This design comes from an exercise in tuning for small area, a short achievable clock period and few clock cycles on the open sky130 flow, not from production work.
RTL that was checked went through simulation tests only; none was proved equivalent to the original.
The RTL of runs 2 to 4 was laid out without a check of its function.
Power is estimated from default activity; no workload was simulated.

==> design/flow/design.v <==
module addr_sel (
	input [5:0] addr0,
	input [5:0] addr1,
	output [9:0] sram_raddr_w0,
	output [9:0] sram_raddr_w1,
	output [9:0] sram_raddr_d0,
	output [9:0] sram_raddr_d1
);
assign sram_raddr_w0 = {4'd0, addr0};
assign sram_raddr_d0 = {4'd0, addr0};
assign sram_raddr_w1 = {4'd0, addr1};
assign sram_raddr_d1 = {4'd0, addr1};
endmodule
module quantize (
	input  [8*19-1:0] row_sum,
	output reg [8*16-1:0] quantized_data
);
integer i;
reg [18:0] v;
always @(*) begin
	for (i = 0; i < 8; i = i + 1) begin
		v = row_sum[19*i +: 19];
		if (v[18:15] == 4'b0000 || v[18:15] == 4'b1111)
			quantized_data[16*i +: 16] = v[15:0];
		else
			quantized_data[16*i +: 16] = v[18] ? 16'h8000 : 16'h7fff;
	end
end
endmodule
module systolic (
	input clk,
	input srstn,
	input go,                               
	input [31:0] sram_rdata_w0,
	input [31:0] sram_rdata_w1,
	input [31:0] sram_rdata_d0,
	input [31:0] sram_rdata_d1,
	output [8*38-1:0] row_acc               
);
reg [7:0] dq [0:7][1:7];                    
reg [7:0] wq [1:7][0:7];                    
reg [7:0] clr [0:7];                        
reg [7:0] sel [0:7];                        
wire [7:0] d0 [0:7];                        
wire [7:0] w0 [0:7];                        
wire [7:0] xin [0:7][0:7];                  
wire [7:0] yin [0:7][0:7];
wire [37:0] acc [0:7][0:7];
integer i, j;
genvar gi, gj;
generate
	for (gi = 0; gi < 4; gi = gi + 1) begin : in
		assign d0[gi]   = sram_rdata_d0[31-8*gi -: 8];
		assign d0[gi+4] = sram_rdata_d1[31-8*gi -: 8];
		assign w0[gi]   = sram_rdata_w0[31-8*gi -: 8];
		assign w0[gi+4] = sram_rdata_w1[31-8*gi -: 8];
	end
endgenerate
always @(posedge clk) begin
	for (i = 0; i < 8; i = i + 1) begin
		dq[i][1] <= ~d0[i];
		wq[1][i] <= ~w0[i];
	end
	for (i = 0; i < 8; i = i + 1)
		if (~srstn) begin
			clr[i] <= 8'd1 << ((15 - i) % 8);
			sel[i] <= 8'd1 << ((15 - i) % 8);
		end else if (go) begin
			clr[i] <= {clr[i][6:0], clr[i][7]};
			sel[i] <= {sel[i][6:0], sel[i][7]};
		end
	for (i = 0; i < 8; i = i + 1)
		for (j = 2; j < 8; j = j + 1) begin
			dq[i][j] <= dq[i][j-1];
			wq[j][i] <= wq[j-1][i];
		end
end
generate
	for (gi = 0; gi < 8; gi = gi + 1) begin : r
		for (gj = 0; gj < 8; gj = gj + 1) begin : c
			if (gj == 0) begin : x0
				assign xin[gi][gj] = d0[gi];
			end else begin : xq
				assign xin[gi][gj] = dq[gi][gj];
			end
			if (gi == 0) begin : y0
				assign yin[gi][gj] = w0[gj];
			end else begin : yq
				assign yin[gi][gj] = wq[gi][gj];
			end
			pe #(.XN(gj != 0), .YN(gi != 0)) pe (
				.clk(clk),
				.clr(clr[gi][gj]),
				.x(xin[gi][gj]),
				.y(yin[gi][gj]),
				.acc(acc[gi][gj])
			);
		end
		reg [37:0] m;
		always @(*) begin
			m = 38'd0;
			for (j = 0; j < 8; j = j + 1)
				m = m | ({38{sel[gi][j]}} & acc[gi][j]);
		end
		assign row_acc[38*gi +: 38] = m;
	end
endgenerate
endmodule
module pe #(
	parameter XN = 0,                       
	parameter YN = 0                        
) (
	input clk,
	input clr,
	input [7:0] x,
	input [7:0] y,
	output [37:0] acc                       
);
reg [18:0] as_q, ac_q;
wire [18:0] ns, nc;
wire [18:0] as_in = clr ? 19'h40800 : as_q;
wire [18:0] ac_in = clr ? 19'h00000 : ac_q;
wire [7:0] xt = XN ? ~x : x;
wire [7:0] yt = YN ? ~y : y;
pe_tree t (.x(xt), .y(yt), .as(as_in), .ac(ac_in), .ns(ns), .nc(nc));
always @(posedge clk) begin
	as_q <= ns;
	ac_q <= nc;
end
assign acc = {ac_q, as_q};
endmodule
module pe_tree (
	input  [7:0]  x,
	input  [7:0]  y,
	input  [18:0] as,
	input  [18:0] ac,
	output [18:0] ns,
	output [18:0] nc
);
wire p0_0, p0_1, p0_2, p0_3, p0_4, p0_5, p0_6, p0_7, p1_0, p1_1, p1_2, p1_3, p1_4, p1_5, p1_6, p1_7, p2_0, p2_1, p2_2, p2_3, p2_4, p2_5, p2_6, p2_7, p3_0, p3_1, p3_2, p3_3, p3_4, p3_5, p3_6, p3_7, p4_0, p4_1, p4_2, p4_3, p4_4, p4_5, p4_6, p4_7, p5_0, p5_1, p5_2, p5_3, p5_4, p5_5, p5_6, p5_7, p6_0, p6_1, p6_2, p6_3, p6_4, p6_5, p6_6, p6_7, p7_0, p7_1, p7_2, p7_3, p7_4, p7_5, p7_6, p7_7, s0, c0, s1, c1, s2, c2, s3, c3, s4, c4, s5, c5, s6, c6, s7, c7, s8, c8, s9, c9, s10, c10, s11, c11, s12, c12, s13, c13, s14, c14, s15, c15, s16, c16, s17, c17, s18, c18, s19, c19, s20, c20, s21, c21, s22, c22, s23, c23, s24, c24, s25, c25, s26, c26, s27, c27, s28, c28, s29, c29, s30, c30, s31, c31, s32, c32, s33, c33, s34, c34, s35, c35, s36, c36, s37, c37, s38, c38, s39, c39, s40, c40, s41, c41, s42, c42, s43, c43, s44, c44, s45, c45, s46, c46, s47, c47, s48, c48, s49, c49, s50, c50, s51, c51, s52, c52, s53, c53, s54, c54, s55, c55, s56, c56, s57, c57, s58, c58, s59, c59, s60, c60, s61, c61, s62, c62, s63, c63, s64, c64, s65, c65, s66, c66, s67, c67, s68, c68, s69, c69, s70, c70, s71, c71, s72, c72, s73, c73, s74;
assign p0_0 = x[0] & y[0];
assign p0_1 = x[0] & y[1];
assign p0_2 = x[0] & y[2];
assign p0_3 = x[0] & y[3];
assign p0_4 = x[0] & y[4];
assign p0_5 = x[0] & y[5];
assign p0_6 = x[0] & y[6];
assign p0_7 = ~(x[0] & y[7]);
assign p1_0 = x[1] & y[0];
assign p1_1 = x[1] & y[1];
assign p1_2 = x[1] & y[2];
assign p1_3 = x[1] & y[3];
assign p1_4 = x[1] & y[4];
assign p1_5 = x[1] & y[5];
assign p1_6 = x[1] & y[6];
assign p1_7 = ~(x[1] & y[7]);
assign p2_0 = x[2] & y[0];
assign p2_1 = x[2] & y[1];
assign p2_2 = x[2] & y[2];
assign p2_3 = x[2] & y[3];
assign p2_4 = x[2] & y[4];
assign p2_5 = x[2] & y[5];
assign p2_6 = x[2] & y[6];
assign p2_7 = ~(x[2] & y[7]);
assign p3_0 = x[3] & y[0];
assign p3_1 = x[3] & y[1];
assign p3_2 = x[3] & y[2];
assign p3_3 = x[3] & y[3];
assign p3_4 = x[3] & y[4];
assign p3_5 = x[3] & y[5];
assign p3_6 = x[3] & y[6];
assign p3_7 = ~(x[3] & y[7]);
assign p4_0 = x[4] & y[0];
assign p4_1 = x[4] & y[1];
assign p4_2 = x[4] & y[2];
assign p4_3 = x[4] & y[3];
assign p4_4 = x[4] & y[4];
assign p4_5 = x[4] & y[5];
assign p4_6 = x[4] & y[6];
assign p4_7 = ~(x[4] & y[7]);
assign p5_0 = x[5] & y[0];
assign p5_1 = x[5] & y[1];
assign p5_2 = x[5] & y[2];
assign p5_3 = x[5] & y[3];
assign p5_4 = x[5] & y[4];
assign p5_5 = x[5] & y[5];
assign p5_6 = x[5] & y[6];
assign p5_7 = ~(x[5] & y[7]);
assign p6_0 = x[6] & y[0];
assign p6_1 = x[6] & y[1];
assign p6_2 = x[6] & y[2];
assign p6_3 = x[6] & y[3];
assign p6_4 = x[6] & y[4];
assign p6_5 = x[6] & y[5];
assign p6_6 = x[6] & y[6];
assign p6_7 = ~(x[6] & y[7]);
assign p7_0 = ~(x[7] & y[0]);
assign p7_1 = ~(x[7] & y[1]);
assign p7_2 = ~(x[7] & y[2]);
assign p7_3 = ~(x[7] & y[3]);
assign p7_4 = ~(x[7] & y[4]);
assign p7_5 = ~(x[7] & y[5]);
assign p7_6 = ~(x[7] & y[6]);
assign p7_7 = x[7] & y[7];
assign s0 = p0_7 ^ p1_6;
assign c0 = p0_7 & p1_6;
assign s1 = p1_7 ^ p2_6;
assign c1 = p1_7 & p2_6;
assign s2 = p0_4 ^ p1_3;
assign c2 = p0_4 & p1_3;
assign s3 = p0_5 ^ p1_4 ^ p2_3;
assign c3 = (p0_5 & p1_4) | (p0_5 & p2_3) | (p1_4 & p2_3);
assign s4 = p3_2 ^ p4_1;
assign c4 = p3_2 & p4_1;
assign s5 = p0_6 ^ p1_5 ^ p2_4;
assign c5 = (p0_6 & p1_5) | (p0_6 & p2_4) | (p1_5 & p2_4);
assign s6 = p3_3 ^ p4_2 ^ p5_1;
assign c6 = (p3_3 & p4_2) | (p3_3 & p5_1) | (p4_2 & p5_1);
assign s7 = p6_0 ^ as[6];
assign c7 = p6_0 & as[6];
assign s8 = s0 ^ p2_5 ^ p3_4;
assign c8 = (s0 & p2_5) | (s0 & p3_4) | (p2_5 & p3_4);
assign s9 = p4_3 ^ p5_2 ^ p6_1;
assign c9 = (p4_3 & p5_2) | (p4_3 & p6_1) | (p5_2 & p6_1);
assign s10 = p7_0 ^ as[7] ^ ac[7];
assign c10 = (p7_0 & as[7]) | (p7_0 & ac[7]) | (as[7] & ac[7]);
assign s11 = s1 ^ p3_5 ^ p4_4;
assign c11 = (s1 & p3_5) | (s1 & p4_4) | (p3_5 & p4_4);
assign s12 = p5_3 ^ p6_2 ^ p7_1;
assign c12 = (p5_3 & p6_2) | (p5_3 & p7_1) | (p6_2 & p7_1);
assign s13 = as[8] ^ ac[8] ^ c0;
assign c13 = (as[8] & ac[8]) | (as[8] & c0) | (ac[8] & c0);
assign s14 = p2_7 ^ p3_6 ^ p4_5;
assign c14 = (p2_7 & p3_6) | (p2_7 & p4_5) | (p3_6 & p4_5);
assign s15 = p5_4 ^ p6_3 ^ p7_2;
assign c15 = (p5_4 & p6_3) | (p5_4 & p7_2) | (p6_3 & p7_2);
assign s16 = as[9] ^ ac[9] ^ c1;
assign c16 = (as[9] & ac[9]) | (as[9] & c1) | (ac[9] & c1);
assign s17 = p3_7 ^ p4_6 ^ p5_5;
assign c17 = (p3_7 & p4_6) | (p3_7 & p5_5) | (p4_6 & p5_5);
assign s18 = p6_4 ^ p7_3 ^ as[10];
assign c18 = (p6_4 & p7_3) | (p6_4 & as[10]) | (p7_3 & as[10]);
assign s19 = p4_7 ^ p5_6 ^ p6_5;
assign c19 = (p4_7 & p5_6) | (p4_7 & p6_5) | (p5_6 & p6_5);
assign s20 = p0_2 ^ p1_1;
assign c20 = p0_2 & p1_1;
assign s21 = p0_3 ^ p1_2 ^ p2_1;
assign c21 = (p0_3 & p1_2) | (p0_3 & p2_1) | (p1_2 & p2_1);
assign s22 = p3_0 ^ as[3];
assign c22 = p3_0 & as[3];
assign s23 = s2 ^ p2_2 ^ p3_1;
assign c23 = (s2 & p2_2) | (s2 & p3_1) | (p2_2 & p3_1);
assign s24 = p4_0 ^ as[4] ^ ac[4];
assign c24 = (p4_0 & as[4]) | (p4_0 & ac[4]) | (as[4] & ac[4]);
assign s25 = s3 ^ s4 ^ p5_0;
assign c25 = (s3 & s4) | (s3 & p5_0) | (s4 & p5_0);
assign s26 = as[5] ^ ac[5] ^ c2;
assign c26 = (as[5] & ac[5]) | (as[5] & c2) | (ac[5] & c2);
assign s27 = s5 ^ s6 ^ s7;
assign c27 = (s5 & s6) | (s5 & s7) | (s6 & s7);
assign s28 = ac[6] ^ c3 ^ c4;
assign c28 = (ac[6] & c3) | (ac[6] & c4) | (c3 & c4);
assign s29 = s8 ^ s9 ^ s10;
assign c29 = (s8 & s9) | (s8 & s10) | (s9 & s10);
assign s30 = c5 ^ c6 ^ c7;
assign c30 = (c5 & c6) | (c5 & c7) | (c6 & c7);
assign s31 = s11 ^ s12 ^ s13;
assign c31 = (s11 & s12) | (s11 & s13) | (s12 & s13);
assign s32 = c8 ^ c9 ^ c10;
assign c32 = (c8 & c9) | (c8 & c10) | (c9 & c10);
assign s33 = s14 ^ s15 ^ s16;
assign c33 = (s14 & s15) | (s14 & s16) | (s15 & s16);
assign s34 = c11 ^ c12 ^ c13;
assign c34 = (c11 & c12) | (c11 & c13) | (c12 & c13);
assign s35 = s17 ^ s18 ^ ac[10];
assign c35 = (s17 & s18) | (s17 & ac[10]) | (s18 & ac[10]);
assign s36 = c14 ^ c15 ^ c16;
assign c36 = (c14 & c15) | (c14 & c16) | (c15 & c16);
assign s37 = s19 ^ p7_4 ^ as[11];
assign c37 = (s19 & p7_4) | (s19 & as[11]) | (p7_4 & as[11]);
assign s38 = ac[11] ^ c17 ^ c18;
assign c38 = (ac[11] & c17) | (ac[11] & c18) | (c17 & c18);
assign s39 = p5_7 ^ p6_6 ^ p7_5;
assign c39 = (p5_7 & p6_6) | (p5_7 & p7_5) | (p6_6 & p7_5);
assign s40 = as[12] ^ ac[12] ^ c19;
assign c40 = (as[12] & ac[12]) | (as[12] & c19) | (ac[12] & c19);
assign s41 = p6_7 ^ p7_6 ^ as[13];
assign c41 = (p6_7 & p7_6) | (p6_7 & as[13]) | (p7_6 & as[13]);
assign s42 = p0_1 ^ p1_0;
assign c42 = p0_1 & p1_0;
assign s43 = s20 ^ p2_0 ^ as[2];
assign c43 = (s20 & p2_0) | (s20 & as[2]) | (p2_0 & as[2]);
assign s44 = s21 ^ s22 ^ ac[3];
assign c44 = (s21 & s22) | (s21 & ac[3]) | (s22 & ac[3]);
assign s45 = s23 ^ s24 ^ c21;
assign c45 = (s23 & s24) | (s23 & c21) | (s24 & c21);
assign s46 = s25 ^ s26 ^ c23;
assign c46 = (s25 & s26) | (s25 & c23) | (s26 & c23);
assign s47 = s27 ^ s28 ^ c25;
assign c47 = (s27 & s28) | (s27 & c25) | (s28 & c25);
assign s48 = s29 ^ s30 ^ c27;
assign c48 = (s29 & s30) | (s29 & c27) | (s30 & c27);
assign s49 = s31 ^ s32 ^ c29;
assign c49 = (s31 & s32) | (s31 & c29) | (s32 & c29);
assign s50 = s33 ^ s34 ^ c31;
assign c50 = (s33 & s34) | (s33 & c31) | (s34 & c31);
assign s51 = s35 ^ s36 ^ c33;
assign c51 = (s35 & s36) | (s35 & c33) | (s36 & c33);
assign s52 = s37 ^ s38 ^ c35;
assign c52 = (s37 & s38) | (s37 & c35) | (s38 & c35);
assign s53 = s39 ^ s40 ^ c37;
assign c53 = (s39 & s40) | (s39 & c37) | (s40 & c37);
assign s54 = s41 ^ ac[13] ^ c39;
assign c54 = (s41 & ac[13]) | (s41 & c39) | (ac[13] & c39);
assign s55 = p7_7 ^ as[14] ^ ac[14];
assign c55 = (p7_7 & as[14]) | (p7_7 & ac[14]) | (as[14] & ac[14]);
assign s56 = p0_0 ^ as[0] ^ ac[0];
assign c56 = (p0_0 & as[0]) | (p0_0 & ac[0]) | (as[0] & ac[0]);
assign s57 = s42 ^ as[1] ^ ac[1];
assign c57 = (s42 & as[1]) | (s42 & ac[1]) | (as[1] & ac[1]);
assign s58 = s43 ^ ac[2] ^ c42;
assign c58 = (s43 & ac[2]) | (s43 & c42) | (ac[2] & c42);
assign s59 = s44 ^ c20 ^ c43;
assign c59 = (s44 & c20) | (s44 & c43) | (c20 & c43);
assign s60 = s45 ^ c22 ^ c44;
assign c60 = (s45 & c22) | (s45 & c44) | (c22 & c44);
assign s61 = s46 ^ c24 ^ c45;
assign c61 = (s46 & c24) | (s46 & c45) | (c24 & c45);
assign s62 = s47 ^ c26 ^ c46;
assign c62 = (s47 & c26) | (s47 & c46) | (c26 & c46);
assign s63 = s48 ^ c28 ^ c47;
assign c63 = (s48 & c28) | (s48 & c47) | (c28 & c47);
assign s64 = s49 ^ c30 ^ c48;
assign c64 = (s49 & c30) | (s49 & c48) | (c30 & c48);
assign s65 = s50 ^ c32 ^ c49;
assign c65 = (s50 & c32) | (s50 & c49) | (c32 & c49);
assign s66 = s51 ^ c34 ^ c50;
assign c66 = (s51 & c34) | (s51 & c50) | (c34 & c50);
assign s67 = s52 ^ c36 ^ c51;
assign c67 = (s52 & c36) | (s52 & c51) | (c36 & c51);
assign s68 = s53 ^ c38 ^ c52;
assign c68 = (s53 & c38) | (s53 & c52) | (c38 & c52);
assign s69 = s54 ^ c40 ^ c53;
assign c69 = (s54 & c40) | (s54 & c53) | (c40 & c53);
assign s70 = s55 ^ c41 ^ c54;
assign c70 = (s55 & c41) | (s55 & c54) | (c41 & c54);
assign s71 = as[15] ^ ac[15] ^ c55;
assign c71 = (as[15] & ac[15]) | (as[15] & c55) | (ac[15] & c55);
assign s72 = as[16] ^ ac[16];
assign c72 = as[16] & ac[16];
assign s73 = as[17] ^ ac[17];
assign c73 = as[17] & ac[17];
assign s74 = as[18] ^ ac[18];
assign ns[0] = s56;
assign nc[0] = 1'b0;
assign ns[1] = s57;
assign nc[1] = c56;
assign ns[2] = s58;
assign nc[2] = c57;
assign ns[3] = s59;
assign nc[3] = c58;
assign ns[4] = s60;
assign nc[4] = c59;
assign ns[5] = s61;
assign nc[5] = c60;
assign ns[6] = s62;
assign nc[6] = c61;
assign ns[7] = s63;
assign nc[7] = c62;
assign ns[8] = s64;
assign nc[8] = c63;
assign ns[9] = s65;
assign nc[9] = c64;
assign ns[10] = s66;
assign nc[10] = c65;
assign ns[11] = s67;
assign nc[11] = c66;
assign ns[12] = s68;
assign nc[12] = c67;
assign ns[13] = s69;
assign nc[13] = c68;
assign ns[14] = s70;
assign nc[14] = c69;
assign ns[15] = s71;
assign nc[15] = c70;
assign ns[16] = s72;
assign nc[16] = c71;
assign ns[17] = s73;
assign nc[17] = c72;
assign ns[18] = s74;
assign nc[18] = c73;
endmodule
module systolic_controll (
	input clk,
	input srstn,
	input tpu_start,
	output reg [5:0] addr0,                 
	output reg [5:0] addr1,                 
	output go,
	output reg [7:0] kn_oh,                 
	output reg [2:0] kn,
	output reg [2:0] wr_new,                
	output reg [2:0] wr_old,                
	output reg tpu_done
);
reg running;
reg [5:0] u;
wire last = (u == 6'd30);
assign go = running | tpu_start;
wire step = go & ~last;
wire [5:0] u_nx = step ? u + 6'd1 : 6'd54;
wire new_nx = running && u_nx <= 6'd23;
wire old_nx = running && u_nx >= 6'd8 && u_nx <= 6'd30 && u_nx[2:0] != 3'd7;
always @(posedge clk) begin
	if (~srstn) begin
		addr0 <= 6'd0;
		addr1 <= 6'd60;
		u <= 6'd54;
		running <= 1'b0;
		tpu_done <= 1'b0;
		wr_new <= 3'd0;
		wr_old <= 3'd0;
	end else begin
		addr0 <= u_nx + 6'd10;
		addr1 <= u_nx + 6'd6;
		u <= u_nx;
		running <= step;
		tpu_done <= running & last;
		wr_new <= new_nx ? (3'b001 << u_nx[4:3]) : 3'b000;
		wr_old <= old_nx ? (3'b001 << (u_nx[4:3] - 2'd1)) : 3'b000;
	end
	kn <= u_nx[2:0];
	kn_oh <= 8'd1 << u_nx[2:0];
end
endmodule
module write_out (
	input clk,
	input srstn,
	input [8*38-1:0] row_acc,               
	input [7:0] kn_oh,                      
	input [2:0] wr_new,                     
	input [2:0] wr_old,                     
	input [2:0] kn,
	output sram_write_enable_a0,
	output [127:0] sram_wdata_a,
	output [5:0] sram_waddr_a,
	output sram_write_enable_b0,
	output [127:0] sram_wdata_b,
	output [5:0] sram_waddr_b,
	output sram_write_enable_c0,
	output [127:0] sram_wdata_c,
	output [5:0] sram_waddr_c
);
reg [8*19-1:0] r;
wire [8*16-1:0] q;
reg [127:0] wa_q, wb_q, wc_q;
reg [2:0] we_q, old_q;
reg [2:0] ka_q, kb_q, kc_q;                 
reg [127:0] nw, ow;
reg le;
integer i, k;
quantize quantize (.row_sum(r), .quantized_data(q));
always @(*) begin
	for (i = 0; i < 8; i = i + 1) begin
		le = 1'b0;
		for (k = i; k < 8; k = k + 1) le = le | kn_oh[k];
		nw[16*(7-i) +: 16] = le ? q[16*i +: 16] : 16'd0;
	end
	for (k = 0; k < 8; k = k + 1) begin
		ow[16*k +: 16] = 16'd0;
		for (i = 8 - k; i < 8; i = i + 1)
			ow[16*k +: 16] = ow[16*k +: 16] | ({16{kn_oh[i+k-8]}} & q[16*i +: 16]);
	end
end
always @(posedge clk) begin
	for (i = 0; i < 8; i = i + 1)
		r[19*i +: 19] <= row_acc[38*i +: 19] + row_acc[38*i+19 +: 19];
	wa_q <= wr_new[0] ? nw : ow;
	wb_q <= wr_new[1] ? nw : ow;
	wc_q <= wr_new[2] ? nw : ow;
	old_q <= wr_old;
	if (wr_new[0] | wr_old[0]) ka_q <= kn;
	if (wr_new[1] | wr_old[1]) kb_q <= kn;
	if (wr_new[2] | wr_old[2]) kc_q <= kn;
	if (~srstn)
		we_q <= 3'b111;
	else
		we_q <= ~(wr_new | wr_old);
end
assign sram_write_enable_a0 = we_q[0];
assign sram_write_enable_b0 = we_q[1];
assign sram_write_enable_c0 = we_q[2];
assign sram_wdata_a = wa_q;
assign sram_wdata_b = wb_q;
assign sram_wdata_c = wc_q;
assign sram_waddr_a = {2'b00, old_q[0], ka_q};
assign sram_waddr_b = {2'b00, old_q[1], kb_q};
assign sram_waddr_c = {2'b00, old_q[2], kc_q};
endmodule
module tpu_top#(
	parameter ARRAY_SIZE = 8,
	parameter SRAM_DATA_WIDTH = 32,
	parameter DATA_WIDTH = 8,
	parameter OUTPUT_DATA_WIDTH = 16
)
(
	input clk,
	input srstn,
	input tpu_start,
	input [SRAM_DATA_WIDTH-1:0] sram_rdata_w0,
	input [SRAM_DATA_WIDTH-1:0] sram_rdata_w1,
	input [SRAM_DATA_WIDTH-1:0] sram_rdata_d0,
	input [SRAM_DATA_WIDTH-1:0] sram_rdata_d1,
	output [9:0] sram_raddr_w0,
	output [9:0] sram_raddr_w1,
	output [9:0] sram_raddr_d0,
	output [9:0] sram_raddr_d1,
	output sram_write_enable_a0,
	output [ARRAY_SIZE*OUTPUT_DATA_WIDTH-1:0] sram_wdata_a,
	output [5:0] sram_waddr_a,
	output sram_write_enable_b0,
	output [ARRAY_SIZE*OUTPUT_DATA_WIDTH-1:0] sram_wdata_b,
	output [5:0] sram_waddr_b,
	output sram_write_enable_c0,
	output [ARRAY_SIZE*OUTPUT_DATA_WIDTH-1:0] sram_wdata_c,
	output [5:0] sram_waddr_c,
	output tpu_done
);
wire [5:0] addr0, addr1;
wire go;
wire [7:0] kn_oh;
wire [2:0] kn, wr_new, wr_old;
wire [8*38-1:0] row_acc;
systolic_controll systolic_controll (
	.clk(clk), .srstn(srstn), .tpu_start(tpu_start),
	.addr0(addr0), .addr1(addr1), .go(go), .kn_oh(kn_oh), .kn(kn),
	.wr_new(wr_new), .wr_old(wr_old), .tpu_done(tpu_done)
);
addr_sel addr_sel (
	.addr0(addr0), .addr1(addr1),
	.sram_raddr_w0(sram_raddr_w0), .sram_raddr_w1(sram_raddr_w1),
	.sram_raddr_d0(sram_raddr_d0), .sram_raddr_d1(sram_raddr_d1)
);
systolic systolic (
	.clk(clk), .srstn(srstn), .go(go),
	.sram_rdata_w0(sram_rdata_w0), .sram_rdata_w1(sram_rdata_w1),
	.sram_rdata_d0(sram_rdata_d0), .sram_rdata_d1(sram_rdata_d1),
	.row_acc(row_acc)
);
write_out write_out (
	.clk(clk), .srstn(srstn), .row_acc(row_acc),
	.kn_oh(kn_oh), .wr_new(wr_new), .wr_old(wr_old), .kn(kn),
	.sram_write_enable_a0(sram_write_enable_a0), .sram_wdata_a(sram_wdata_a), .sram_waddr_a(sram_waddr_a),
	.sram_write_enable_b0(sram_write_enable_b0), .sram_wdata_b(sram_wdata_b), .sram_waddr_b(sram_waddr_b),
	.sram_write_enable_c0(sram_write_enable_c0), .sram_wdata_c(sram_wdata_c), .sram_waddr_c(sram_waddr_c)
);
endmodule
==> design/flow/flow/run.sh <==
#!/bin/bash
set -euo pipefail
bash standard.sh SYNTH_SCRIPT="$PWD/flow/synth_noabc.tcl" SETUP_SLACK_MARGIN=5.7 finish > make_finish.log 2>&1
==> design/flow/flow/synth_noabc.tcl <==
# synth_recipe.tcl with one change: Yosys's synth runs its fine stage without
# its internal "abc -fast", so that ORFS's extract_fa sees the full adders as
# written in the RTL (abc -fast re-encodes their XORs with mixed polarities,
# which leaves inverters between the adder cells). Everything else, including
# the registers, is the standard synthesis.
proc synth {args} {
  if {[lsearch -exact $args "fine:"] >= 0} {
    yosys synth -nofsm -noshare -noabc {*}$args
  } else {
    yosys synth -nofsm -noshare {*}$args
  }
}
source $::env(SCRIPTS_DIR)/synth.tcl
# left out here: clear keep_hierarchy, flatten, clean up, hide names made inside functions, write 1_2_yosys.v
==> design/flow/standard.sh <==
#!/bin/bash
# synth_recipe.tcl (not shown) runs the flow's synth.tcl, then flattens the netlist and writes it again
# the make line also repeats each setting of config.mk as NAME=value (left out here)
make -C /OpenROAD-flow-scripts/flow DESIGN_CONFIG=/design/flow/config.mk WORK_HOME=/design/flow/orfs CLKGATE_MAP_FILE= SYNTH_SCRIPT=/design/flow/synth_recipe.tcl "${@:-finish}"
==> design/flow/config.mk <==
export PLATFORM = sky130hd
export DESIGN_NAME = tpu_top
export DESIGN_NICKNAME = tpu_top
export VERILOG_FILES = /design/flow/design.v
export SDC_FILE = /design/flow/constraint.sdc
export NUM_CORES = 8
export LEC_CHECK = 0
export ABC_CLOCK_PERIOD_IN_PS = 3500
export CAP_MARGIN = 35
export CORE_MARGIN = 2
export CORE_UTILIZATION = 60
export CTS_CLUSTER_DIAMETER = 110
export CTS_CLUSTER_SIZE = 22
export SETUP_SLACK_MARGIN = 5
export SLEW_MARGIN = 20
==> design/flow/constraint.sdc <==
create_clock -name core_clock -period 9.0 [get_ports {clk}]
set_input_delay 1.8000 -clock core_clock [delete_from_list [all_inputs] [get_ports {clk}]]
set_output_delay 1.8000 -clock core_clock [all_outputs]
set_load 0.01 [all_outputs]
==> summary.md, run 1 <==
| Metric | Value |
|---|---|
| PwrDens | 331 nW/µm² |
| Worst relative slew slack | 20.9% |
| Placer Congestion | 1.01 |
| Post-DRT Antenna Nets | 0 |
| Placed Cells | 26,871 |
| Skew-Pair Late Insertion Delay | 1.04 ns |
| Vias in the first global route | 173,664 |
| Status | timing/DRC/antenna clean |
| Asr flop ratio synth | 0% |
| GRT Resource Usage Total | 43.2% |
| Rows | 231 |
| Final nets | 27,161 |
| Die Area | 403,000 µm² |
| Static leakage | 113 nW |
| Net Sw Frac | 44.1% |
| Share of cells above drive strength 1 | 16.2% |
| Die W | 634 µm |
| Initial antenna violation count | 124 |
| Syn avg cell area | 10.8 µm² |
| Htree depth | 4 |
| First-pass GRT wire length | 1,240,000 µm |
| Internal power | 48.6 mW |
| Util after Layout | 66.5% |
| Register-to-Register Path Depth | 11 |
| IO buf count | 554 |
| # IOs | 577 |
| # fillers | 30,898 |
| Worst vdd ir | 0.253 mV |
| Maximum fanout along the worst path | 4 |
| Mapped cell area | 238,000 µm² |
| Drt via density | 6.10 |
| Starting density of the core | 60.3% |
| Max-slew violation count | 0 |
| CTS clock-pin slew for the worst setup and hold paths | 0.10 ns |
| Hold path cells | 0 |
| CP endpoint kind | output port |
| Worst Path Required | 7.20 ns |
| Post-synthesis sequential area ratio | 33.4% |
| Die H | 634 µm |
| Pin count of the biggest net entering global routing | 98 |
| Critical setup path kind | flop to output port |
| Final wirelength | 864,000 µm |
| Final worst path period share | 38.7% |
| RSZ-0062 raised after global routing | true |
| Global route overflow | 0 |
| Fin Clk Skew | 0.0646 ns |
| Crit-path slowest cell | dfxtp_4 |
| Largest delay share family, worst path | flip-flops |
| Synth top area cells | fa_1 (34%), dfxtp_1 (33%), nor2_1 (5.8%) |
| Final Hold Fails | 0 |
| Arr. time, crit path | 1.69 ns |
| Max Root-Sink Buffers | 4 |
| Worst hold path class | flop to flop |
| Post-Place Worst Slack | 3.70 ns |
| Post-route setup TNS | 0 ns |
| Crit path largest cell delay | 0.40 ns |
| Residual DRC | 0 |
| NetSw | 38.4 mW |
| Drt wl/cell | 31.3 µm |
| DP HPWL | 679,000 µm |
| Vias | 168,328 |
| Syn Inst Count | 22,027 |
| TritonCTS Sinks | 3,977 |
| Area Growth Syn to Fin | 10.3% |
| Final number of setup-violating endpoints | 0 |
| Synth warn | 16 |
| Clock power frac | 12.0% |
| First drt pass iteration count | 7 |
| CP Depth | 2 |
| Yosys top cell area share | 33.9% |
| Netlist cell types | 76 |
| WP buf/inv | 2 |
| Maxcap violations | 0 |
| Worst slew pin tran | 1.19 ns |
| Final setup margin | 5.51 ns |
| Element type at the critical path start | flop |
| Fmax achieved | 0.287 GHz |
| Seq cells post-synth | 3,977 |
| CTS tree | yes |
| Cells along the critical path | buf_4 -> buf_6 |
| Cts hold-fix bufs | 0 |
| Main synth FF type | dfxtp_1 |
| DRT iter0 DRCs | 19,101 |
| Sequential group share of total power | 36.4% |
| Clock root buffer | clkbuf_16 |
| Area leader, netlist | fa_1 |
| Non-filler instance count after layout | 27,598 |
| CORE AREA | 396,000 µm² |
| Gate power share | 51.6% |
| Min Tclk post-route | 3.49 ns |
| CTS Buf Count | 206 |
| Post-synth EDFFs | 9 |
cell usage in the layout, fill, tap and decap left out, types with 517 or more instances in the layout:
cell type,synthesis,routed
a22oi_1,1247,1138
dfxtp_1,3968,3516
fa_1,4040,3768
ha_1,848,790
inv_1,1320,1222
nand2_1,596,592
nand2b_1,534,517
nor2_1,3653,3343
nor2b_1,1935,1935
or2_2,699,700
cells in the mapped netlist (47+ instances only):
master / n
o21ai_0: 273
dfxtp_1: 3968
fa_1: 4040
o21a_1: 55
nor3_1: 57
ha_1: 848
a21boi_0: 126
nand3_1: 98
buf_1: 99
nand4_1: 306
a21o_1: 55
clkbuf_1: 1116
nand2_1: 596
a22oi_1: 1247
inv_1: 1320
xor2_1: 47
or2_2: 699
clkinv_1: 66
nor2_1: 3653
a21oi_1: 307
xnor2_1: 145
nand2b_1: 534
nor2b_1: 1935
power by group through the flow:
stage	clock network, mW	registers, mW	logic [mW]
floorplan	0	27.0	30.1
global placement	0	31.5	41.3
detailed placement	0	31.4	43.3
CTS	10.5	31.2	44.1
global route	11.1	31.7	50.9
finish	10.5	31.6	44.9
worst paths after layout:
check | from | to | slack [ns]
min | systolic_controll.wr_old[0] | write_out.old_q[0] | 0.39
max reg2reg | systolic.sel[1][3] | write_out.r[37] | 5.61
min reg2reg | systolic_controll.wr_old[0] | write_out.old_q[0] | 0.39
max | systolic_controll.addr1[1] | sram_raddr_w1[1] | 5.51
worst register-to-register path: stages, from the launching register on:
cell      delay (ns)
dfxtp_1         0.42
buf_8           0.23
a22oi_2         0.30
nand4_1         0.27
ha_1            0.39
a211oi_2        0.28
o211ai_1        0.18
a31o_2          0.30
o311a_1         0.31
o21ai_1         0.26
mux2i_1         0.25
a221oi_1        0.06
routing by layer:
layer	vias up	wire, µm	share of wire, %	track usage (%)
met3	2160	95300	11	12.8
met4	54	68600	7.9	27.9
met5	-	372	0.043	0.386
met2	9370	374000	43	63.2
met1	86822	326000	38	56.0
li1	69922	-	-	-
flip-flops by register name (all words and copies together), names as in the netlist, 4 cells and up:
signal and cells:
write_out.r 152, systolic.r.c.pe.as_q 1216, systolic_controll.kn_oh 8, write_out.wb_q 128, systolic.dq 448, systolic.r.c.pe.ac_q 1152
write_out.wc_q 128, systolic.clr 64, systolic_controll.addr0 4, systolic.wq 448, write_out.wa_q 128, systolic.sel 64
systolic_controll.u 6, systolic_controll.addr1 5
cells by family (layout without fill, tap and decap cells):
| group | Yosys count | count (layout) | synth area share, % |
|---|---|---|---|
| compound gates | 2336 | 2336 | 6.80 |
| xor+xnor | 192 | 192 | 0.705 |
| fa+ha+maj | 4888 | 4888 | 38.4 |
| buf+inv | 2645 | 2765 | 4.23 |
| flops | 3977 | 3977 | 33.4 |
| mux | 18 | 18 | 0.0787 |
| other cells | 1 | 209 | 0.00157 |
| simple gates | 7970 | 7971 | 16.4 |
per-stage QoR:
| stage | hold slack, ns | area, µm² | power [mW] |
|---|---|---|---|
| floorplan | 0.323 | 241000 | 57.1 |
| global placement | 0.358 | 250000 | 72.8 |
| detailed placement | 0.362 | 251000 | 74.7 |
| CTS | 0.383 | 260000 | 85.8 |
| global route | 0.379 | 263000 | 93.7 |
| finish | 0.387 | 263000 | 87.0 |
area by class of cell:
type / instances / area, µm² / share of cell area [%]
tap: 5242 / 6560 / 2.49
multi-input combinational: 15427 / 153000 / 58.2
clock buffer: 219 / 5310 / 2.02
sequential: 3977 / 80500 / 30.6
inverter: 1386 / 6380 / 2.43
timing repair buffer: 1144 / 10700 / 4.06
antenna: 187 / 468 / 0.178
clock inverter: 16 / 193 / 0.0732
timing repair:
item / CTS / global route
setup buffers: 163 / 120
setup endpoints to repair: 1191 / 536
gates resized for setup: 3457 / 699
gates cloned: 3 / 3
pin swaps: 203 / 395
hold endpoints to repair: 0 / 0
Testbench counts, summed over its fixed seeds: cycles 5,496.
==> run 2, diff against run 1 <==
--- a/design/flow/design.v
+++ b/design/flow/design.v
@@ -30,6 +30,5 @@
 module systolic (
 	input clk,
-	input srstn,
-	input go,                               
+	input tpu_start,
 	input [31:0] sram_rdata_w0,
 	input [31:0] sram_rdata_w1,
@@ -63,8 +62,8 @@
 	end
 	for (i = 0; i < 8; i = i + 1)
-		if (~srstn) begin
-			clr[i] <= 8'd1 << ((15 - i) % 8);
-			sel[i] <= 8'd1 << ((15 - i) % 8);
-		end else if (go) begin
+		if (tpu_start) begin
+			clr[i] <= 8'd1 << ((16 - i) % 8);
+			sel[i] <= 8'd1 << ((16 - i) % 8);
+		end else begin
 			clr[i] <= {clr[i][6:0], clr[i][7]};
 			sel[i] <= {sel[i][6:0], sel[i][7]};
@@ -543,5 +542,5 @@
 );
 systolic systolic (
-	.clk(clk), .srstn(srstn), .go(go),
+	.clk(clk), .tpu_start(tpu_start),
 	.sram_rdata_w0(sram_rdata_w0), .sram_rdata_w1(sram_rdata_w1),
 	.sram_rdata_d0(sram_rdata_d0), .sram_rdata_d1(sram_rdata_d1),
==> run 2 against run 1 <==
Net effect:
- design area fell by 0.95%
- core utilization is 0.53 points lower
- still clean on timing, DRC and antenna
- critical path depth is 4 higher
- highest routed layer unchanged
- largest cell class unchanged
- sequential power about the same
- combinational power is essentially flat
- routed wire length shrank 2.6%
- global-route usage decreased by 0.89 points
- fmax increased by 0.49%
- register-to-register slack got worse by 0.08 ns
- clock skew rose by 0.018 ns
==> summary.md, run 2 <==
| Metric | Value |
|---|---|
| Arr. time, crit path | 4.33 ns (+2.64 ns) |
| Rows | 231 (unchanged) |
| Maximum fanout along the worst path | 17 (+13) |
| Final setup margin | 5.53 ns (+0.0169 ns) |
| Static leakage | 113 nW (-0.45%) |
| Most frequent cell after synthesis | fa_1 |
| Maxcap violations | 0 (unchanged) |
| # fillers | 31,078 (+0.58%) |
| Critical setup path kind | flop to flop |
| # IOs | 577 (unchanged) |
| Main synth FF type | dfxtp_1 |
| Die H | 633 µm (-0.17%) |
| Share of cells above drive strength 1 | 16.0% (-0.20 points) |
| Worst Path Required | 9.86 ns (+2.66 ns) |
| Element type at the critical path start | flop |
| DRT iter0 DRCs | 17,314 (-9.4%) |
| Initial antenna violation count | 79 (-36%) |
| Drt wl/cell | 31.1 µm (-0.73%) |
| Area Growth Syn to Fin | 9.67% |
| GRT Resource Usage Total | 42.3% (-0.89 points) |
| Pin count of the biggest net entering global routing | 80 (-18%) |
| Placer Congestion | 1.03 (+1.3%) |
| Skew-Pair Late Insertion Delay | 1.03 ns (about the same) |
| Synth top area cells | fa_1 (34%), dfxtp_1 (33%), nor2_1 (5.6%) |
| Synth warn | 16 (unchanged) |
| Asr flop ratio synth | 0% (unchanged) |
| Routing usage on met3 | 11.3% (-1.5 points) |
| Placed Cells | 26,546 (-1.2%) |
| Mapped cell area | 238,000 µm² (-0.34%) |
| Largest Register | systolic.r.c.pe.as_q |
| Largest delay share family, worst path | simple AND/OR/NAND/NOR gates |
| TritonCTS Sinks | 3,977 (unchanged) |
| RSZ-0062 raised after global routing | true |
| Most common cell after layout, fill and taps aside | fa_1 |
| Met2 usage | 62.7% (-0.52 points) |
| Final worst path period share | 38.6% (-0.19 points) |
| Fmax achieved | 0.288 GHz (+0.49%) |
| Crit-path slowest cell | nor3_1 |
| Global route overflow | 0 (unchanged) |
| Worst slew pin tran | 1.15 ns (-0.0343 ns) |
| Vias in the first global route | 170,952 (-1.6%) |
| Post-synthesis sequential area ratio | 33.5% (+0.11 points) |
| First-pass GRT wire length | 1,210,000 µm (-2.0%) |
| Final number of setup-violating endpoints | 0 (unchanged) |
| Vias | 164,852 (-2.1%) |
| Starting density of the core | 60.2% (-0.12 points) |
| Die W | 633 µm (-0.17%) |
| Post-Place Worst Slack | 3.67 ns (-0.0317 ns) |
| Syn Inst Count | 21,590 (-2.0%) |
| Seq cells post-synth | 3,977 (unchanged) |
| IO buf count | 554 (unchanged) |
| Post-DRT Antenna Nets | 0 (unchanged) |
| CTS tree | yes |
| Fin Clk Skew | 0.0828 ns (+0.0183 ns) |
| Max Root-Sink Buffers | 4 (unchanged) |
| Max-slew violation count | 0 (unchanged) |
| Die Area | 401,000 µm² (-0.34%) |
| Area leader, netlist | fa_1 |
| Min Hold Slack | 0.359 ns (-0.0283 ns) |
| PwrDens | 333 nW/µm² (+0.63%) |
| Residual DRC | 0 (unchanged) |
| CTS clock-pin slew for the worst setup and hold paths | 0.09 ns (about the same) |
| Met1 Usage GRT | 54.5% (-1.5 points) |
| DP HPWL | 666,000 µm (-2.0%) |
| Yosys top cell area share | 34.0% (+0.11 points) |
| CP endpoint kind | flop |
| Min Tclk post-route | 3.47 ns (-0.0169 ns) |
| Most frequent cells in the layout | fa_1 (3,759), dfxtp_1 (3,549), nor2_1 (3,234) |
| Final wirelength | 842,000 µm (-2.6%) |
| Worst vdd ir | 0.286 mV (+13%) |
| Util after Layout | 66.0% (-0.53 points) |
| Sequential cell area | 80,400 µm² (-0.18%) |
| Max reg flops | 1,216 (unchanged) |
| Biggest regs | systolic.r.c.pe.as_q: 1216 flops, systolic.r.c.pe.ac_q: 1152 flops |
| Post-route setup TNS | 0 ns (unchanged) |
| Clock root buffer | clkbuf_16 |
| Synth top cells by count | fa_1 (4,040), dfxtp_1 (3,968), nor2_1 (3,552) |
| CORE AREA | 395,000 µm² (-0.15%) |
| Area occupied by multi-input gates | 152,000 µm² (-0.73%) |
| Status | timing/DRC/antenna clean |
| Final Hold Fails | 0 (unchanged) |
| Post-synth EDFFs | 9 (unchanged) |
| Netlist cell types | 79 (+3.9%) |
| Htree depth | 4 (unchanged) |
| WP buf/inv | 1 (-1) |
| Non-filler instance count after layout | 27,085 (-1.9%) |
| Drt via density | 6.09 (-0.21%) |
| Worst relative slew slack | 23.2% (+2.3 points) |
| Most used routing layer | met2 |
| Syn avg cell area | 11.0 µm² (+1.7%) |
| Worst hold path class | flop to flop |
| Crit path largest cell delay | 0.84 ns (+0.44 ns) |
| R2R setup slack | 5.53 ns (-0.08 ns) |
| Final nets | 26,778 (-1.4%) |
| First drt pass iteration count | 14 (+7) |
| CTS Buf Count | 205 (-0.49%) |
| Cells along the critical path | inv_1 -> and2_4 -> nor2_1 -> o221ai_1 -> nor3_1 -> mux2i_1 |
[run 2: changes by cell type after synthesis, sizes merged, moves of 48 or more]
cell / change
nand2: -304
clkbuf: -112
nor2b: +115
o21ai: -51
a21oi: -138
nor2: -99
a21boi: -119
mux2i: +48
[run 2: layout make-up]
type | count | share of cell area (%)
multi-input cells | 15081 | 58.3
flip-flops and latches | 3977 | 30.8
repair buffers | 1095 | 3.75
well taps | 5242 | 2.52
inverters | 1396 | 2.46
clock buffers | 218 | 2.03
clock inverters | 18 | 0.0720
diodes | 55 | 0.0528
repair inverters | 3 | 0.00816
[run 2: cell families after synthesis]
family / synth area share (%)
other: 0.00158
xor gates and xnor gates: 0.652
and+or+nand+nor: 16.2
AOI/OAI and AO/OA: 6.50
DFF: 33.5
adders and majority gates: 38.5
muxes: 0.480
buffers and inverters: 4.10
[run 2: stage by stage]
stage / instance area, µm² / power, mW
after floorplan: 240000 / 57.4
after global placement: 250000 / 73.1
after detailed placement: 251000 / 74.8
after CTS: 258000 / 85.7
after global routing: 261000 / 93.4
final: 261000 / 86.7
[run 2: per-layer routing]
metal  wire length (µm)  up-vias
met5                318        -
met4              72000       50
met3              87600     2009
met2             366000     8649
met1             316000    85406
li1                   -    68738
[run 2: path summary, 6_finish.rpt]
path | from | end | cells after the start
worst max register to register | write_out.r[94] | write_out.wa_q[117] | 6
worst max-delay path | write_out.r[94] | write_out.wa_q[117] | 6
worst min-delay path | systolic_controll.wr_old[1] | write_out.old_q[1] | 0
worst min register to register | systolic_controll.wr_old[1] | write_out.old_q[1] | 0
[run 2: timing repair]
item | 4_1_cts | 5_1_grt
buffers inserted | 158 | 77
gates cloned | 2 | 2
resized for setup | 3174 | 649
hold buffers | 0 | 0
pin swaps | 160 | 331
endpoints found under the hold margin | 0 | 0
endpoints found under the setup margin | 1105 | 464
[run 2: report_power, final]
| part | switching (mW) | internal [mW] | leakage [nW] |
|---|---|---|---|
| Sequential | 7.04 | 24.6 | 33.4 |
| Combinational | 25.1 | 19.5 | 76.7 |
| Clock | 6.20 | 4.21 | 2.69 |
[run 2: worst register-to-register path, stage by stage (launching register included)]
cell	delay, ns
dfxtp_1	0.71
inv_1	0.49
and2_4	0.36
nor2_1	0.49
o221ai_1	0.25
nor3_1	0.84
mux2i_1	0.16
==> run 3, diff against run 2 <==
--- a/design/flow/config.mk
+++ b/design/flow/config.mk
@@ -10,6 +10,7 @@
 export CORE_MARGIN = 2
 export CORE_UTILIZATION = 60
-export CTS_CLUSTER_DIAMETER = 110
-export CTS_CLUSTER_SIZE = 22
+export CTS_CLUSTER_DIAMETER = 100
+export CTS_CLUSTER_SIZE = 25
 export SETUP_SLACK_MARGIN = 5
 export SLEW_MARGIN = 20
+export TNS_END_PERCENT = 30
==> run 3 against run 2 <==
Net effect:
- critical path depth shrank 1
- total power down 0.15%
- global-route usage is 1.0 points higher
- largest cell class unchanged
==> summary.md, run 3 <==
| Metric | Value |
|---|---|
| Status | timing/DRC/antenna clean |
| Arr. time, crit path | 4.44 ns (+0.11 ns) |
| Post-synth EDFFs | 9 (unchanged) |
| Biggest regs | systolic.r.c.pe.as_q: 1216 flops, systolic.r.c.pe.ac_q: 1152 flops |
| GRT Resource Usage Total | 43.3% (+1.0 points) |
| Post-route setup TNS | 0 ns (unchanged) |
| CP endpoint kind | flop |
| Worst slew pin tran | 1.15 ns (-0.00616 ns) |
| Fmax achieved | 0.281 GHz (-2.4%) |
| Worst hold path class | flop to flop |
| Die H | 633 µm (unchanged) |
| Worst vdd ir | 0.251 mV (-12%) |
| Critical setup path kind | flop to flop |
| Max-slew violation count | 0 (unchanged) |
| Placed Cells | 26,538 (-0.030%) |
| Synth top cells by count | fa_1 (4,040), dfxtp_1 (3,968), nor2_1 (3,552) |
| Placer Congestion | 1.04 (+1.4%) |
| Vias in the first global route | 170,494 (-0.27%) |
| Asr flop ratio synth | 0% (unchanged) |
| Most frequent cells in the layout | fa_1 (3,953), dfxtp_1 (3,654), nor2_1 (3,355) |
| DP HPWL | 684,000 µm (+2.7%) |
| Share of cells above drive strength 1 | 12.8% (-3.2 points) |
| RSZ-0062 raised after global routing | true |
| Element type at the critical path start | flop |
| Global route overflow | 0 (unchanged) |
| Area leader, netlist | fa_1 |
| WP buf/inv | 0 (-1) |
| Htree depth | 4 (unchanged) |
| Final nets | 26,678 (-0.37%) |
| Post-DRT Antenna Nets | 0 (unchanged) |
| Gate power share | 51.4% (about the same) |
| Min Hold Slack | 0.351 ns (-0.00759 ns) |
| Yosys top cell area share | 34.0% (unchanged) |
| Drt via density | 6.12 (+0.55%) |
| Clock root buffer | clkbuf_16 |
| CTS tree | yes |
| Final wirelength | 861,000 µm (+2.3%) |
| Vias | 165,832 (+0.59%) |
| DRT iter0 DRCs | 18,707 (+8.0%) |
| Worst relative slew slack | 23.0% (-0.18 points) |
| Mapped cell area | 238,000 µm² (unchanged) |
| Rows | 231 (unchanged) |
| Final number of setup-violating endpoints | 0 (unchanged) |
| Cells along the critical path | nand2_2 -> o21a_1 -> a22oi_1 -> nand3_1 -> o21a_1 |
| Syn Inst Count | 21,590 (unchanged) |
| Maximum fanout along the worst path | 25 (+8) |
| Clock power frac | 12.1% (about the same) |
| Static leakage | 113 nW (-0.14%) |
| Skew-Pair Late Insertion Delay | 1.02 ns (about the same) |
| Drt wl/cell | 31.8 µm (+2.3%) |
| Syn avg cell area | 11.0 µm² (unchanged) |
| First drt pass iteration count | 10 (-4) |
| Die W | 633 µm (unchanged) |
| Most used cell, CP | o21a_1 |
| Worst Path Required | 9.88 ns (+0.02 ns) |
| Net Sw Frac | 44.5% (+0.19 points) |
| Starting density of the core | 60.2% (unchanged) |
| NetSw | 38.5 mW (+0.29%) |
| Sequential group share of total power | 36.5% (about the same) |
| Most frequent cell after synthesis | fa_1 |
| First-pass GRT wire length | 1,230,000 µm (+1.6%) |
| Max reg flops | 1,216 (unchanged) |
| Residual DRC | 0 (unchanged) |
| Pin count of the biggest net entering global routing | 140 (+75%) |
| # IOs | 577 (unchanged) |
| PwrDens | 335 nW/µm² (+0.74%) |
| Main synth FF type | dfxtp_1 |
| Synth warn | 16 (unchanged) |
| CTS Buf Count | 192 (-6.3%) |
| CTS clock-pin slew for the worst setup and hold paths | 0.11 ns (+0.02 ns) |
| Non-filler instance count after layout | 27,097 (+0.044%) |
| Crit-path slowest cell | dfxtp_1 |
| Initial antenna violation count | 114 (+44%) |
| CORE AREA | 395,000 µm² (unchanged) |
| Seq cells post-synth | 3,977 (unchanged) |
| Netlist cell types | 79 (unchanged) |
| Synth top area cells | fa_1 (34%), dfxtp_1 (33%), nor2_1 (5.6%) |
| IO buf count | 554 (unchanged) |
| Fin Clk Skew | 0.0556 ns (-0.0272 ns) |
| Final worst path period share | 39.5% (+0.96 points) |
| Final Hold Fails | 0 (unchanged) |
| Post-synthesis sequential area ratio | 33.5% (unchanged) |
| Most common cell after layout, fill and taps aside | fa_1 |
| Die Area | 401,000 µm² (unchanged) |
| Internal power | 48.1 mW (-0.49%) |
| TritonCTS Sinks | 3,977 (unchanged) |
| Maxcap violations | 0 (unchanged) |
| Max Root-Sink Buffers | 4 (unchanged) |
| Min Tclk post-route | 3.56 ns (+0.0865 ns) |
| Largest delay share family, worst path | simple AND/OR/NAND/NOR gates |
| Largest Register | systolic.r.c.pe.as_q |
| Area Growth Syn to Fin | 8.70% |
| Crit path largest cell delay | 0.90 ns (+0.06 ns) |
==> run 3: what timing repair did <==
item | CTS | global route
endpoints found under the setup margin | 1133 | 986
buffers inserted | 130 | 25
endpoints found under the hold margin | 0 | 0
gates cloned | 1 | 0
hold buffers | 0 | 0
resized for setup | 1852 | 786
pin swaps | 171 | 96
==> run 3: area by class of cell <==
class	count	area, µm²
inverter	1396	6090
fill	31279	137000
multi-input combinational	15081	151000
clock buffer	214	5090
tap	5242	6560
clock inverter	39	499
timing repair buffer	1011	8860
antenna	137	343
sequential	3977	80200
==> run 3: cell families after synthesis <==
group / count (synthesis) / synth area share [%]
xor gates and xnor gates: 177 / 0.652
muxes: 108 / 0.480
and+or+nand+nor: 7728 / 16.2
buffers and inverters: 2554 / 4.10
DFF: 3977 / 33.5
adders and majority gates: 4888 / 38.5
other: 1 / 0.00158
AOI/OAI and AO/OA: 2157 / 6.50
==> run 3: power by group through the flow <==
stage | logic [mW] | clock network, mW | registers (mW)
after floorplan | 30.2 | 0 | 27.0
after global placement | 41.6 | 0 | 31.5
after detailed placement | 43.3 | 0 | 31.4
after CTS | 44.0 | 10.6 | 31.1
after global routing | 50.4 | 11.1 | 31.7
final | 44.5 | 10.5 | 31.6
==> run 3: stage by stage <==
stage | total power [mW] | worst slack, ns | instance area [µm²] | utilization, %
after floorplan | 57.3 | 4.90 | 239000 | -
after global placement | 73.0 | 3.76 | 249000 | 63.0
after detailed placement | 74.7 | 3.74 | 249000 | 63.1
after CTS | 85.6 | 5.49 | 257000 | 65.0
after global routing | 93.2 | 5.51 | 258000 | 65.4
final | 86.6 | 5.44 | 258000 | 65.4
==> run 3: worst paths after layout <==
path	cells after the start	from	slack, ns	to
worst min register to register	0	systolic_controll.wr_old[2]	0.35	write_out.old_q[2]
worst min-delay path	0	systolic_controll.wr_old[2]	0.35	write_out.old_q[2]
worst max register to register	5	write_out.r[113]	5.44	write_out.wb_q[89]
worst max-delay path	5	write_out.r[113]	5.44	write_out.wb_q[89]
==> run 3: metal layers <==
metal / vias up / GRT usage, % / share of wire (%)
li1: 68633 / - / -
met1: 85628 / 56.4 / 38
met2: 9383 / 63.1 / 43
met3: 2152 / 11.6 / 11
met4: 36 / 30.0 / 8.4
met5: - / 0 / 0.026
==> run 3: worst reg2reg max path, delay by kind of cell (launching register included) <==
family | cells | cell delay, ns
flops | 1 | 0.90
simple gates | 2 | 1.35
compound gates | 3 | 1.20
==> run 4, diff against run 3 <==
--- a/design/flow/design.v
+++ b/design/flow/design.v
@@ -398,4 +398,5 @@
 	output go,
 	output reg [7:0] kn_oh,                 
+	output reg [7:0] kn_le,                 
 	output reg [2:0] kn,
 	output reg [2:0] wr_new,                
@@ -431,4 +432,5 @@
 	kn <= u_nx[2:0];
 	kn_oh <= 8'd1 << u_nx[2:0];
+	kn_le <= 8'hff >> (3'd7 - u_nx[2:0]);
 end
 endmodule
@@ -438,4 +440,5 @@
 	input [8*38-1:0] row_acc,               
 	input [7:0] kn_oh,                      
+	input [7:0] kn_le,                      
 	input [2:0] wr_new,                     
 	input [2:0] wr_old,                     
@@ -457,13 +460,9 @@
 reg [2:0] ka_q, kb_q, kc_q;                 
 reg [127:0] nw, ow;
-reg le;
 integer i, k;
 quantize quantize (.row_sum(r), .quantized_data(q));
 always @(*) begin
-	for (i = 0; i < 8; i = i + 1) begin
-		le = 1'b0;
-		for (k = i; k < 8; k = k + 1) le = le | kn_oh[k];
-		nw[16*(7-i) +: 16] = le ? q[16*i +: 16] : 16'd0;
-	end
+	for (i = 0; i < 8; i = i + 1)
+		nw[16*(7-i) +: 16] = kn_le[i] ? q[16*i +: 16] : 16'd0;
 	for (k = 0; k < 8; k = k + 1) begin
 		ow[16*k +: 16] = 16'd0;
@@ -528,10 +527,10 @@
 wire [5:0] addr0, addr1;
 wire go;
-wire [7:0] kn_oh;
+wire [7:0] kn_oh, kn_le;
 wire [2:0] kn, wr_new, wr_old;
 wire [8*38-1:0] row_acc;
 systolic_controll systolic_controll (
 	.clk(clk), .srstn(srstn), .tpu_start(tpu_start),
-	.addr0(addr0), .addr1(addr1), .go(go), .kn_oh(kn_oh), .kn(kn),
+	.addr0(addr0), .addr1(addr1), .go(go), .kn_oh(kn_oh), .kn_le(kn_le), .kn(kn),
 	.wr_new(wr_new), .wr_old(wr_old), .tpu_done(tpu_done)
 );
@@ -549,5 +548,5 @@
 write_out write_out (
 	.clk(clk), .srstn(srstn), .row_acc(row_acc),
-	.kn_oh(kn_oh), .wr_new(wr_new), .wr_old(wr_old), .kn(kn),
+	.kn_oh(kn_oh), .kn_le(kn_le), .wr_new(wr_new), .wr_old(wr_old), .kn(kn),
 	.sram_write_enable_a0(sram_write_enable_a0), .sram_wdata_a(sram_wdata_a), .sram_waddr_a(sram_waddr_a),
 	.sram_write_enable_b0(sram_write_enable_b0), .sram_wdata_b(sram_wdata_b), .sram_waddr_b(sram_waddr_b),
--- a/design/flow/config.mk
+++ b/design/flow/config.mk
@@ -10,7 +10,6 @@
 export CORE_MARGIN = 2
 export CORE_UTILIZATION = 60
-export CTS_CLUSTER_DIAMETER = 100
-export CTS_CLUSTER_SIZE = 25
+export CTS_CLUSTER_DIAMETER = 110
+export CTS_CLUSTER_SIZE = 22
 export SETUP_SLACK_MARGIN = 5
 export SLEW_MARGIN = 20
-export TNS_END_PERCENT = 30
==> run 4 against run 3 <==
Net effect:
- sequential power is essentially flat
- routed wire length shrank 1.6%
- non-clock buffer count grew 68
- die area shrank 0.39%
- clock power is essentially flat
- sequential cell count grew 5
- register-to-register slack gained 0.06 ns
- clock skew grew 0.0082 ns
- clock-buffer cell count grew 9
- via count shrank 0.71%
- area after synthesis shrank 0.39%
- design area grew 0.33%
- critical path type unchanged
- largest cell class unchanged
- largest power group unchanged
==> summary.md, run 4 <==
| Metric | Value |
|---|---|
| Status | timing/DRC/antenna clean |
| First-pass GRT wire length | 1,220,000 µm (-0.92%) |
| Most frequent cells in the layout | fa_1 (3,787), dfxtp_1 (3,589), nor2_1 (3,280) |
| Crit-path slowest cell | nand3_1 |
| DRT iter0 DRCs | 17,613 (-5.8%) |
| Die W | 632 µm (-0.20%) |
| Fin Clk Skew | 0.0638 ns (+0.00817 ns) |
| Skew-Pair Late Insertion Delay | 1.03 ns (about the same) |
| Post-route setup TNS | 0 ns (unchanged) |
| CP Depth | 8 (+3) |
| Min Tclk post-route | 3.50 ns (-0.0577 ns) |
| Mapped cell area | 237,000 µm² (-0.39%) |
| Worst Path Required | 9.86 ns (-0.02 ns) |
| WP buf/inv | 1 (+1) |
| Yosys top cell area share | 34.2% (+0.13 points) |
| Crit path largest cell delay | 0.65 ns (-0.25 ns) |
| Area occupied by multi-input gates | 151,000 µm² (+0.26%) |
| Global route overflow | 0 (unchanged) |
| Syn avg cell area | 11.0 µm² (about the same) |
| Fmax achieved | 0.286 GHz (+1.6%) |
| Register-to-Register Path Depth | 8 (+3) |
| IO buf count | 554 (unchanged) |
| Synth warn | 16 (unchanged) |
| Final wirelength | 847,000 µm (-1.6%) |
| CP endpoint kind | flop |
| Maxcap violations | 0 (unchanged) |
| Worst slew pin tran | 1.07 ns (-0.0721 ns) |
| Die H | 632 µm (-0.20%) |
| Util after Layout | 66.0% (+0.64 points) |
| Residual DRC | 0 (unchanged) |
| Area leader, netlist | fa_1 |
| Pin count of the biggest net entering global routing | 77 (-45%) |
| Most frequent cell after synthesis | fa_1 |
| First drt pass iteration count | 11 (+1) |
| Htree depth | 4 (unchanged) |
| Post-DRT Antenna Nets | 0 (unchanged) |
| Rows | 230 (-0.43%) |
| CTS clock-pin slew for the worst setup and hold paths | 0.09 ns (-0.02 ns) |
| RSZ-0062 raised after global routing | true |
| Vias in the first global route | 171,111 (+0.36%) |
| Synth top cells by count | fa_1 (4,040), dfxtp_1 (3,973), nor2_1 (3,575) |
| Final worst path period share | 38.9% (-0.64 points) |
| Static leakage | 112 nW (-0.11%) |
| Biggest regs | systolic.r.c.pe.as_q: 1216 flops, systolic.r.c.pe.ac_q: 1152 flops |
| CORE AREA | 393,000 µm² (-0.65%) |
| Final Hold Fails | 0 (unchanged) |
| TritonCTS Sinks | 3,982 (+0.13%) |
| Hold path cells | 0 (unchanged) |
| Netlist cell types | 71 (-10%) |
| Starting density of the core | 60.3% (+0.16 points) |
| Sequential cell area | 80,400 µm² (+0.29%) |
| Syn Inst Count | 21,525 (-0.30%) |
| R2R setup slack | 5.50 ns (+0.06 ns) |
| Post-Place Worst Slack | 3.71 ns (-0.0347 ns) |
| CTS tree | yes |
| Critical setup path kind | flop to flop |
| Clock root buffer | clkbuf_16 |
| DP HPWL | 667,000 µm (-2.4%) |
| Cts hold-fix bufs | 0 (unchanged) |
| Die Area | 400,000 µm² (-0.39%) |
| Arr. time, crit path | 4.36 ns (-0.08 ns) |
| Worst relative slew slack | 27.7% (+4.6 points) |
| Most used cell, CP | nor2_1 |
| Post-synth EDFFs | 9 (unchanged) |
| Max-slew violation count | 0 (unchanged) |
| Placer Congestion | 1.05 (+0.94%) |
| PwrDens | 332 nW/µm² (-1.0%) |
| Maximum fanout along the worst path | 19 (-24%) |
| Element type at the critical path start | flop |
| Worst vdd ir | 0.249 mV (-0.94%) |
| Final Cell Area | 259,000 µm² (+0.33%) |
| Min Hold Slack | 0.407 ns (+0.0558 ns) |
| # fillers | 30,819 (-1.5%) |
| Initial antenna violation count | 92 (-19%) |
| Worst hold path class | flop to flop |
| Asr flop ratio synth | 0% (unchanged) |
| Drt wl/cell | 31.4 µm (-1.1%) |
| Largest delay share family, worst path | simple AND/OR/NAND/NOR gates |
| Main synth FF type | dfxtp_1 |
| Area Growth Syn to Fin | 9.49% |
| # IOs | 577 (unchanged) |
| Largest Register | systolic.r.c.pe.as_q |
| Final nets | 26,691 (+0.049%) |
| GRT Resource Usage Total | 42.8% (-0.52 points) |
| Post-DP Area | 249,000 µm² (about the same) |
| Max Root-Sink Buffers | 4 (unchanged) |
| Cells along the critical path | nor3_1 -> nor2_1 -> buf_4 -> nor2_1 -> nor2_1 -> a221oi_1 -> nand3_1 -> mux2_2 |
| Max reg flops | 1,216 (unchanged) |
| Most common cell after layout, fill and taps aside | fa_1 |
| Post-synthesis sequential area ratio | 33.7% (+0.18 points) |
| Seq cells post-synth | 3,982 (+0.13%) |
| Final setup margin | 5.50 ns (+0.0577 ns) |
| Final number of setup-violating endpoints | 0 (unchanged) |
| CTS Buf Count | 206 (+7.3%) |
| Synth top area cells | fa_1 (34%), dfxtp_1 (34%), nor2_1 (5.7%) |
| Share of cells above drive strength 1 | 15.6% (+2.8 points) |
| Vias | 164,649 (-0.71%) |
| Drt via density | 6.11 (-0.21%) |
[run 4: cell count changes in the layout (fill, tap and decap cells not counted), sizes merged, moves of 25 or more]
cell / delta
buf: +366
dlygate4sd2: -188
diode: -99
a21oi: +96
clkbuf: -68
nand3: +54
a22oi: +51
mux2: -36
o21ai: -36
o21a: -35
clkdlybuf4s15: -33
o211ai: -25
[run 4: report_power, final]
group          internal [mW]  leakage [nW]  switching (mW)  total [mW]
clock                   4.36          2.73            6.16        10.5
sequential              24.6          33.4            6.80        31.4
combinational           19.3          76.3            24.7        44.0
[run 4: final cells by class]
class                           count  area share [%]
Clock inverter                     16          0.0864
Multi-Input combinational cell  15009            58.3
Tap cell                         5220            2.52
Inverter                         1394            2.47
Sequential cell                  3982            31.0
Clock buffer                      223            2.07
Timing Repair Buffer             1079            3.49
Antenna cell                       38          0.0367
[run 4: worst reg2reg max path, delay by kind of cell (launching register included)]
family	cells	cell delay (ns)
multiplexers	1	0.54
AO/OA/AOI/OAI	1	0.40
flip-flops	1	0.46
AND/OR/NAND/NOR	5	1.71
buffers and inverters	1	0.24
[run 4: per-stage QoR]
stage / power [mW] / instances
after detailed placement: 73.7 / 26435
after CTS: 84.8 / 26835
after global placement: 72.1 / 26402
final: 86.0 / 26961
after global routing: 92.6 / 26930
after floorplan: 56.9 / 21546
[run 4: logic make-up after synthesis]
family	Yosys count	synth area share, %
AO/OA/AOI/OAI	2084	6.18
XOR/XNOR	200	0.740
adder cells (fa/ha/maj)	4888	38.6
buffers and inverters	2555	4.11
flip-flops	3982	33.7
multiplexers	80	0.345
other	1	0.00158
AND/OR/NAND/NOR	7735	16.3
[run 4: path summary, 6_finish.rpt]
kind | startpoint | endpoint
min reg2reg | systolic_controll.wr_old[2] | write_out.old_q[2]
min | systolic_controll.wr_old[2] | write_out.old_q[2]
max reg2reg | write_out.r[74] | write_out.wb_q[88]
max | write_out.r[74] | write_out.wb_q[88]
[run 4: repair_timing]
| item | in CTS | in global routing |
|---|---|---|
| gates resized for setup | 3031 | 619 |
| pin swaps | 191 | 324 |
| buffers inserted | 161 | 69 |
| gates cloned | 0 | 1 |
| setup endpoints to repair | 1030 | 450 |
| hold endpoints to repair | 0 | 0 |
[run 4: metal layers]
layer	track usage [%]	vias to the layer above	share of wire (%)
met4	32.5	26	9.6
met1	54.6	84645	37
met3	11.5	2306	11
li1	-	68244	-
met5	0.278	-	0.032
met2	62.3	9428	43

==> re-timing with driven ports <==
The flow's constraints put no driver on any port. The routed layouts listed below were extracted and timed again, unchanged, in two steps.
Step 1 sets driving cells, clkbuf_16 on the clock port and buf_2 on the other inputs (assumed; they add their load-dependent delay and slew).
Step 2 adds t to the input delays and takes it off the output delays; t is the mean of the earliest and latest rising clock arrival at the registers after step 1. Input paths then give back, and output paths get back, about the clock's delay inside the block.
Slacks: ideal / step 1 / step 2; pairs: ideal / step 1.
run | shift t [ns] | slack for setup (ns) | worst hold slack (ns) | worst register clock-pin slew, ns | worst slew at a driven data input, ns
run 1 | 1.129 | 5.513 / 5.389 / 4.471 | 0.387 / 0.387 / 0.387 | 0.11 / 0.11 | 0.22
run 2 | 1.110 | 5.530 / 5.518 / 4.532 | 0.359 / 0.359 / 0.359 | 0.11 / 0.11 | 0.11
run 3 | 1.125 | 5.443 / 5.441 / 4.511 | 0.351 / 0.351 / 0.351 | 0.11 / 0.11 | 0.12
run 4 | 1.138 | 5.501 / 5.371 / 4.502 | 0.407 / 0.407 / 0.407 | 0.11 / 0.11 | 0.17
After both steps every run listed still meets setup and hold. The setup slack of run 1, which loses most, moves by -0.124 ns with the drivers and by -1.042 ns with both steps.
